Source: an optimization exercise on an open RTL-to-GDS flow (aim: small area). Production flows keep margins and buffers that such runs may drop. Function was checked by simulation only, so behaviour that the tests miss may differ from the original. The clock port is modelled as an ideal driver; clocking choices that lean on that would not hold on a real chip. Power is estimated from default activity; no workload was simulated.

Setup of run A:
Design xst, start of the top module:
module xst(
	input		clk_i,
	input		reset_i,
	input		rxd_i,
	input	[63:0]	dat_i,
	input		txreg_we_i,
	input		txregr_we_i,
	input		txreg_oe_i,
	input		txregr_oe_i,
	input	[15:0]	txbaud_i,
	input	[5:0]	bits_i,
	output		txd_o,
	output reg	txc_o,
	output		idle_o,
	output reg [15:0] brg_o,
	output reg [5:0] bits_o,
	output	[63:0]	dat_o
);
Size: about 180 I/O pins, roughly 4000 um2 of cells after synthesis.
==> flow/config.mk <==
export PLATFORM = sky130hd
export DESIGN_NAME = xst
export DESIGN_NICKNAME = xst
export VERILOG_FILES = /design/flow/design.v
export SDC_FILE = /design/flow/constraint.sdc
export NUM_CORES = 4
export LEC_CHECK = 0
export ABC_AREA = 1
export CAP_MARGIN = 20
export CORE_MARGIN = 2
export CORE_UTILIZATION = 65
export GPL_TIMING_DRIVEN = 0
export PLACE_DENSITY = 0.8
export SLEW_MARGIN = 20
==> flow/constraint.sdc <==
create_clock -name core_clock -period 5.0 [get_ports {clk_i}]
set_input_delay 1.0000 -clock core_clock [delete_from_list [all_inputs] [get_ports {clk_i}]]
set_output_delay 1.0000 -clock core_clock [all_outputs]
set_load 0.01 [all_outputs]
standard.sh (not shown) runs the stock make flow with config.mk's settings and CLKGATE_MAP_FILE= SYNTH_SCRIPT=/design/flow/synth_recipe.tcl, a recipe that flattens the netlist after the stock synthesis.
==> flow/flow/run.sh <==
#!/bin/bash
# Own layout flow: the standard synthesis, then the logic replaced by a hand-mapped netlist
# that keeps the standard synthesis's flip-flops (same instance names and cell type), then the standard flow's
# standard layout with the smallest plain buffer on each port, a leaner clock tree, and clock
# buffers shrunk where the clock slew allows.
set -euo pipefail
W=$PWD
F=$W/flow
R=$W/orfs/results/$FLOW_PLATFORM/xst/base
# 1. standard synthesis, unchanged
bash standard.sh synth > synth.log 2>&1
cp $R/1_2_yosys.v $W/standard_synth.v
# 2. hand-mapped logic around the standard flip-flops
python3 $F/handmap.py $W/standard_synth.v $W/hand.v > handmap.log 2>&1
cp $W/hand.v $R/1_2_yosys.v
rm -f $R/1_synth.odb $R/1_synth.sdc
# 3. the standard layout up to clock tree synthesis
export BUFFER_PORTS_ARGS="-buffer_cell sky130_fd_sc_hd__buf_1"
if [[ -f $F/cts_args ]]; then export CTS_ARGS="$(cat $F/cts_args)"; fi
bash standard.sh cts > layout_cts.log 2>&1
# 4. shrink clock buffers where the slew allows
CLKDOWN_RESULTS=$R CLKDOWN_LIMIT=0.110 openroad -no_init -exit $F/clkdown.tcl > clkdown.log 2>&1
cp $R/4_1_cts.odb $R/4_cts.odb
# 5. the rest of the standard layout
bash standard.sh > layout.log 2>&1
Other scripts of this flow, unchanged in this note and not shown: flow/flow/clkdown.tcl, flow/flow/cts_args, flow/flow/handmap.py
Run A | stages: all done | timing, DRC, antenna: all pass
Input-level comparison between run B and run A:
- PLACE_DENSITY changed from 0.8 to 0.9
- GPL_TIMING_DRIVEN removed (was 0)
Comparing run A and run B, portion of total power attributed to the clock network is lower on run B.
Worst setup slack on run B is up relative to run A.
Per the comparison of run B with run A, sequential share of cell area about even, max-slew headroom at the worst pin now sits lower.
Changes observed in run B relative to run A: power dissipated in the clock network decreased about 3%, worst slack on hold paths increased 6.5 ps, static leakage essentially unchanged, global placement routability congestion decreased about 3.5%, upper clock frequency limit essentially unchanged.
## Diff of input files: run C against run B
- changing CORE_UTILIZATION from 65 to 60
- changing PLACE_DENSITY from 0.9 to 0.7
[summary]
Run C reports its endpoint of the worst setup timing path as brg_o[1]$_DFF_P_ while run B reports srn[37]$_DFF_P_.
Between run C and run B, the power figures differ only marginally.
Run C completed end to end with timing, DRC and antenna clean.
Run C against run B: number of placed instances, taps included up 2; combinational fraction of design power down 0.4 points.
NOTE: clock network fraction of design power in run C exceeds that of run B
Looking at run B and run C, the required time at the worst-slack endpoint is a wash.
Diff run B and run C: global-route usage lower in run C
Looking at run B and run C, the post-route standard cell area excluding fillers is a wash.
Comparing run B and run C, height of the die is higher on run C.

========
xst again, from the RTL that the note above started with.
==> flow/config.mk <==
export PLATFORM = sky130hd
export DESIGN_NAME = xst
export DESIGN_NICKNAME = xst
export VERILOG_FILES = /design/flow/design.v
export SDC_FILE = /design/flow/constraint.sdc
export NUM_CORES = 4
export LEC_CHECK = 0
export ABC_AREA = 1
export CAP_MARGIN = 20
export CORE_MARGIN = 2
export CORE_UTILIZATION = 40
export SLEW_MARGIN = 20
==> flow/constraint.sdc <==
create_clock -name core_clock -period 5.0 [get_ports {clk_i}]
set_input_delay 1.0000 -clock core_clock [delete_from_list [all_inputs] [get_ports {clk_i}]]
set_output_delay 1.0000 -clock core_clock [all_outputs]
set_load 0.01 [all_outputs]
==> flow/flow/run.sh <==
#!/bin/bash
# Own layout flow: the standard synthesis, then the logic replaced by a hand-mapped netlist
# that keeps the standard synthesis's flip-flops (same instance names and cell type), then the standard flow's
# standard layout with the smallest plain buffer on each port and a leaner clock tree.
set -euo pipefail
W=$PWD
F=$W/flow
R=$W/orfs/results/$FLOW_PLATFORM/xst/base
# 1. standard synthesis, unchanged
bash standard.sh synth > synth.log 2>&1
cp $R/1_2_yosys.v $W/standard_synth.v
# 2. hand-mapped logic around the standard flip-flops
python3 $F/handmap.py $W/standard_synth.v $W/hand.v > handmap.log 2>&1
cp $W/hand.v $R/1_2_yosys.v
rm -f $R/1_synth.odb $R/1_synth.sdc
# 3. the rest of the standard layout
export BUFFER_PORTS_ARGS="-buffer_cell sky130_fd_sc_hd__buf_1"
if [[ -f $F/cts_args ]]; then export CTS_ARGS="$(cat $F/cts_args)"; fi
bash standard.sh > layout.log 2>&1
==> flow/flow/cts_args <==
-sink_clustering_enable -repair_clock_nets -buf_list sky130_fd_sc_hd__clkbuf_8 -dont_use_dummy_load
==> flow/flow/handmap.py <==
#!/usr/bin/env python3
"""Write a hand-mapped sky130hd netlist of xst (the logic of rtl/xst.v, gate by gate).

usage: handmap.py STANDARD_NETLIST OUT
The flip-flops keep the instance names the standard synthesis gave them (found by the net on
their Q pin); the script fails if any expected flip-flop is missing there."""
import re
import sys

std = open(sys.argv[1]).read()
flops = {}
for name, body in re.findall(r'sky130_fd_sc_hd__dfxtp_1\s+(\S+)\s*\((.*?)\);', std, re.S):
    pins = {p: v.strip() for p, v in re.findall(r'\.(\w+)\(([^)]*)\)', body)}
    flops[pins['Q'].lstrip('\\').strip()] = name

cells = []
wires = set()
n = [0]


def w(name):
    wires.add(name)
    return name


def cell(typ, out, **pins):
    n[0] += 1
    conns = ', '.join(f'.{p}({v})' for p, v in pins.items())
    cells.append(f'  sky130_fd_sc_hd__{typ} h{n[0]} ({conns}, {out});')


def g(typ, y, **pins):
    cell(typ, f'.Y({y})', **pins)


def gx(typ, x, **pins):
    cell(typ, f'.X({x})', **pins)


used = set()


def ff(q, qnet, d):
    inst = flops[q]
    used.add(q)
    cells.append(f'  sky130_fd_sc_hd__dfxtp_1 {inst} (.CLK(clk_i), .D({d}), .Q({qnet}));')


def srn(i):
    return f'srn_{i}'


# shared control
g('inv_1', w('rstn'), A='reset_i')
g('nor2_1', w('ld_n'), A='txreg_we_i', B='txregr_we_i')
g('nor2b_1', w('sel_d'), A='reset_i', B_N='txreg_we_i')
g('nor3b_1', w('sel_r'), A='reset_i', B='txreg_we_i', C_N='txregr_we_i')
g('inv_1', w('oen'), A='txreg_oe_i')
g('inv_1', w('roen'), A='txregr_oe_i')
g('inv_1', w('srn_64'), A='rxd_i')
g('inv_1', 'txd_o', A=srn(0))

# bit counter: idle
g('nor3_1', w('bz_lo'), A='bits_o[0]', B='bits_o[1]', C='bits_o[2]')
g('nor3_1', w('bz_hi'), A='bits_o[3]', B='bits_o[4]', C='bits_o[5]')
gx('and2_0', 'idle_o', A='bz_lo', B='bz_hi')

# bit-rate counter borrow chain: t[k] = active & brg[k-1:0] == 0, kept as t or ~t by parity
# even k: tn_k = ~t[k]; odd k: t_k = t[k]
prev = 'idle_o'
for k in range(16):
    b = f'brg_o[{k}]'
    if k % 2 == 0:
        g('xnor2_1', w(f'by_{k}'), A=b, B=prev)
        g('nor2_1', w(f't_{k+1}'), A=prev, B=b)
        prev = f't_{k+1}'
    else:
        gx('xor2_1', w(f'by_{k}'), A=b, B=prev)
        g('nand2b_1', w(f'tn_{k+1}'), A_N=b, B=prev)
        prev = f'tn_{k+1}'
# prev = tn_16 = ~sh
g('nand2b_1', w('shn'), A_N='tn_16', B='ld_n')      # 0: shift
g('nand2_1', w('hldn'), A='ld_n', B='tn_16')        # 0: hold
g('a21oi_1', w('brg_ld'), A1='ld_n', A2='tn_16', B1='reset_i')
g('nor2_1', w('brg_kp'), A='reset_i', B='hldn')
for k in range(16):
    gx('a22o_1', w(f'brg_d_{k}'), A1='brg_ld', A2=f'txbaud_i[{k}]', B1='brg_kp', B2=f'by_{k}')
    ff(f'brg_o[{k}]', f'brg_o[{k}]', f'brg_d_{k}')

# bit counter: borrow chain started by sh
prev = 'tn_16'
for k in range(6):
    b = f'bits_o[{k}]'
    if k % 2 == 0:
        g('xnor2_1', w(f'uy_{k}'), A=b, B=prev)
        if k < 5:
            g('nor2_1', w(f'u_{k+1}'), A=prev, B=b)
            prev = f'u_{k+1}'
    else:
        gx('xor2_1', w(f'uy_{k}'), A=b, B=prev)
        if k < 5:
            g('nand2b_1', w(f'un_{k+1}'), A_N=b, B=prev)
            prev = f'un_{k+1}'
g('nor2_1', w('bits_ld'), A='reset_i', B='ld_n')
g('nor2b_1', w('bits_kp'), A='reset_i', B_N='ld_n')
for k in range(6):
    gx('a22o_1', w(f'bits_d_{k}'), A1='bits_ld', A2=f'bits_i[{k}]', B1='bits_kp', B2=f'uy_{k}')
    ff(f'bits_o[{k}]', f'bits_o[{k}]', f'bits_d_{k}')

# half-bit compare: brg_o == {1'b0, txbaud_i[15:1]}
for k in range(15):
    gx('xor2_1', w(f'ne_{k}'), A=f'brg_o[{k}]', B=f'txbaud_i[{k+1}]')
g('nor4_1', w('eq_0'), A='ne_0', B='ne_1', C='ne_2', D='ne_3')
g('nor4_1', w('eq_1'), A='ne_4', B='ne_5', C='ne_6', D='ne_7')
g('nor4_1', w('eq_2'), A='ne_8', B='ne_9', C='ne_10', D='ne_11')
g('nor4_1', w('eq_3'), A='ne_12', B='ne_13', C='ne_14', D='brg_o[15]')
gx('and4_1', w('half'), A='eq_0', B='eq_1', C='eq_2', D='eq_3')

# txc
g('nor2_1', w('b12z'), A='bits_o[1]', B='bits_o[2]')
g('nand3_1', w('onen'), A='bits_o[0]', B='b12z', C='bz_hi')   # bits_o != 1
g('mux2i_1', w('txc_mn'), A0='onen', A1='txc_o', S='tn_16')    # ~(sh ? bits_o != 1 : txc_o)
g('a211oi_1', w('txc_d'), A1='ld_n', A2='txc_mn', B1='half', C1='reset_i')
ff('txc_o', 'txc_o', 'txc_d')

# shift register, kept inverted
for i in range(64):
    w(srn(i))
    g('o221ai_1', w(f'x_{i}'), A1='shn', A2=srn(i + 1), B1='hldn', B2=srn(i), C1='rstn')
    g('a221oi_1', w(f'sr_d_{i}'), A1='sel_d', A2=f'dat_i[{i}]', B1='sel_r', B2=f'dat_i[{63 - i}]', C1=f'x_{i}')
    ff(f'srn[{i}]', srn(i), f'sr_d_{i}')
    g('o22ai_1', f'dat_o[{i}]', A1='oen', A2=srn(i), B1='roen', B2=srn(63 - i))

missing = set(flops) - used
if missing or len(used) != 87:
    sys.exit(f'flip-flops not matched: {sorted(missing)} / used {len(used)}')

out = ['module xst(clk_i, reset_i, rxd_i, dat_i, txreg_we_i, txregr_we_i, txreg_oe_i, txregr_oe_i,'
       ' txbaud_i, bits_i, txd_o, txc_o, idle_o, brg_o, bits_o, dat_o);',
       '  input clk_i; input reset_i; input rxd_i; input [63:0] dat_i;',
       '  input txreg_we_i; input txregr_we_i; input txreg_oe_i; input txregr_oe_i;',
       '  input [15:0] txbaud_i; input [5:0] bits_i;',
       '  output txd_o; output txc_o; output idle_o; output [15:0] brg_o; output [5:0] bits_o;',
       '  output [63:0] dat_o;']
out += [f'  wire {x};' for x in sorted(wires)]
out += cells
out.append('endmodule')
open(sys.argv[2], 'w').write('\n'.join(out) + '\n')
The first run produced a clean layout.
Change:
CORE_UTILIZATION = 65   (was 40)
PLACE_DENSITY = 0.8   (was unset)
Cell area shrinks slightly.
Non-clock buffer count is unchanged.
Flip-flop and latch count is unchanged.
Fmax shrinks by a few percent.
Clock power hardly moves.
Global-route usage grows by 12 points.
Hold slack is better by 0.015 ns.
Critical path depth grows by 3.
Synthesized area stays the same.
Sequential share of layout area grows by 0.65 points.
Power stays flat.
Change:
==> flow/flow/cts_args (replaced) <==
-buf_list {sky130_fd_sc_hd__clkbuf_4 sky130_fd_sc_hd__clkbuf_8 sky130_fd_sc_hd__clkbuf_16} -sink_clustering_enable -repair_clock_nets -dont_use_dummy_load
CORE_UTILIZATION = 40   (was 65)
PLACE_DENSITY = unset   (was 0.8)
After rerunning:
- maximum frequency goes up by a few percent
- wire length goes up slightly
- clock-buffer cell count is unchanged
- total power stays flat
Change:
==> flow/flow/cts_args (replaced) <==
-sink_clustering_enable -repair_clock_nets -buf_list sky130_fd_sc_hd__clkbuf_8 -dont_use_dummy_load
--- a/flow/flow/handmap.py
+++ b/flow/flow/handmap.py
@@ -53,2 +53 @@
-# shared control
-g('inv_1', w('rstn'), A='reset_i')
+g('inv_2', w('rstn'), A='reset_i')
@@ -56,4 +55,7 @@
-g('nor2b_1', w('sel_d'), A='reset_i', B_N='txreg_we_i')
-g('nor3b_1', w('sel_r'), A='reset_i', B='txreg_we_i', C_N='txregr_we_i')
-g('inv_1', w('oen'), A='txreg_oe_i')
-g('inv_1', w('roen'), A='txregr_oe_i')
+g('nand2b_1', w('sel_dn'), A_N='reset_i', B='txreg_we_i')
+g('inv_2', w('sel_d'), A='sel_dn')
+g('nor2_1', w('rw_n'), A='reset_i', B='txreg_we_i')
+g('nand2_1', w('sel_rn'), A='rw_n', B='txregr_we_i')
+g('inv_2', w('sel_r'), A='sel_rn')
+g('inv_2', w('oen'), A='txreg_oe_i')
+g('inv_2', w('roen'), A='txregr_oe_i')
@@ -82,4 +84,6 @@
-g('nand2b_1', w('shn'), A_N='tn_16', B='ld_n')      # 0: shift
-g('nand2_1', w('hldn'), A='ld_n', B='tn_16')        # 0: hold
-g('a21oi_1', w('brg_ld'), A1='ld_n', A2='tn_16', B1='reset_i')
-g('nor2_1', w('brg_kp'), A='reset_i', B='hldn')
+g('nor2b_1', w('sh_only'), A='tn_16', B_N='ld_n')    # shift, no load
+g('inv_2', w('shn'), A='sh_only')                     # 0: shift
+gx('and2_0', w('hold'), A='ld_n', B='tn_16')          # hold (no load, no shift)
+g('inv_2', w('hldn'), A='hold')                       # 0: hold
+g('nor2_2', w('brg_ld'), A='reset_i', B='hold')
+g('nor2_2', w('brg_kp'), A='reset_i', B='hldn')
CORE_UTILIZATION = 65   (was 40)
PLACE_DENSITY = 0.8   (was unset)
The changed run went through all stages and came out clean.
Total power hardly moves.
Worst setup slack is worse by 0.18 ns.
Critical path depth is unchanged.
First-iteration DRC count increases to 2.5 times its value.
Cell count drops by 8.1%.
Wire length went down by 4.2%.
Synthesized area rose by 0.53%.
Global-route usage goes up by 11 points.

port drivers added, routing unchanged:
How much do the figures lean on ideal ports? The routed layouts below were timed once more, with nothing changed but the port constraints. Step 1 assumes that a clkbuf_16 drives the clock port and a buf_2 every other input. Step 2 adds t to the input delays and takes it off the output delays; t is the mean of the earliest and latest rising clock arrival at the registers after step 1. Input paths then give back, and output paths get back, about the clock's delay inside the block. Slacks: no drivers / after step 1 / after step 2; pairs: no drivers / after step 1.
run	shift t [ns]	setup slack, ns	worst hold slack (ns)	slew at the worst register clock pin (ns)	worst data-port slew with drivers (ns)
run A	0.442	0.357 / 0.357 / 0.357	0.587 / 0.587 / 0.587	0.11 / 0.11	0.06
run B	0.435	0.369 / 0.369 / 0.369	0.593 / 0.593 / 0.593	0.11 / 0.11	0.06
run C	0.446	0.461 / 0.461 / 0.461	0.601 / 0.601 / 0.601	0.10 / 0.10	0.06
the first run of note 2	0.375	0.661 / 0.661 / 0.661	0.584 / 0.584 / 0.584	0.09 / 0.09	0.06
the second run of note 2	0.374	0.475 / 0.475 / 0.475	0.599 / 0.599 / 0.599	0.09 / 0.09	0.06
the third run of note 2	0.375	0.661 / 0.661 / 0.661	0.584 / 0.584 / 0.584	0.09 / 0.09	0.06
the fourth run of note 2	0.372	0.480 / 0.480 / 0.480	0.605 / 0.605 / 0.605	0.09 / 0.09	0.05
After both steps setup and hold are still met in every run listed.
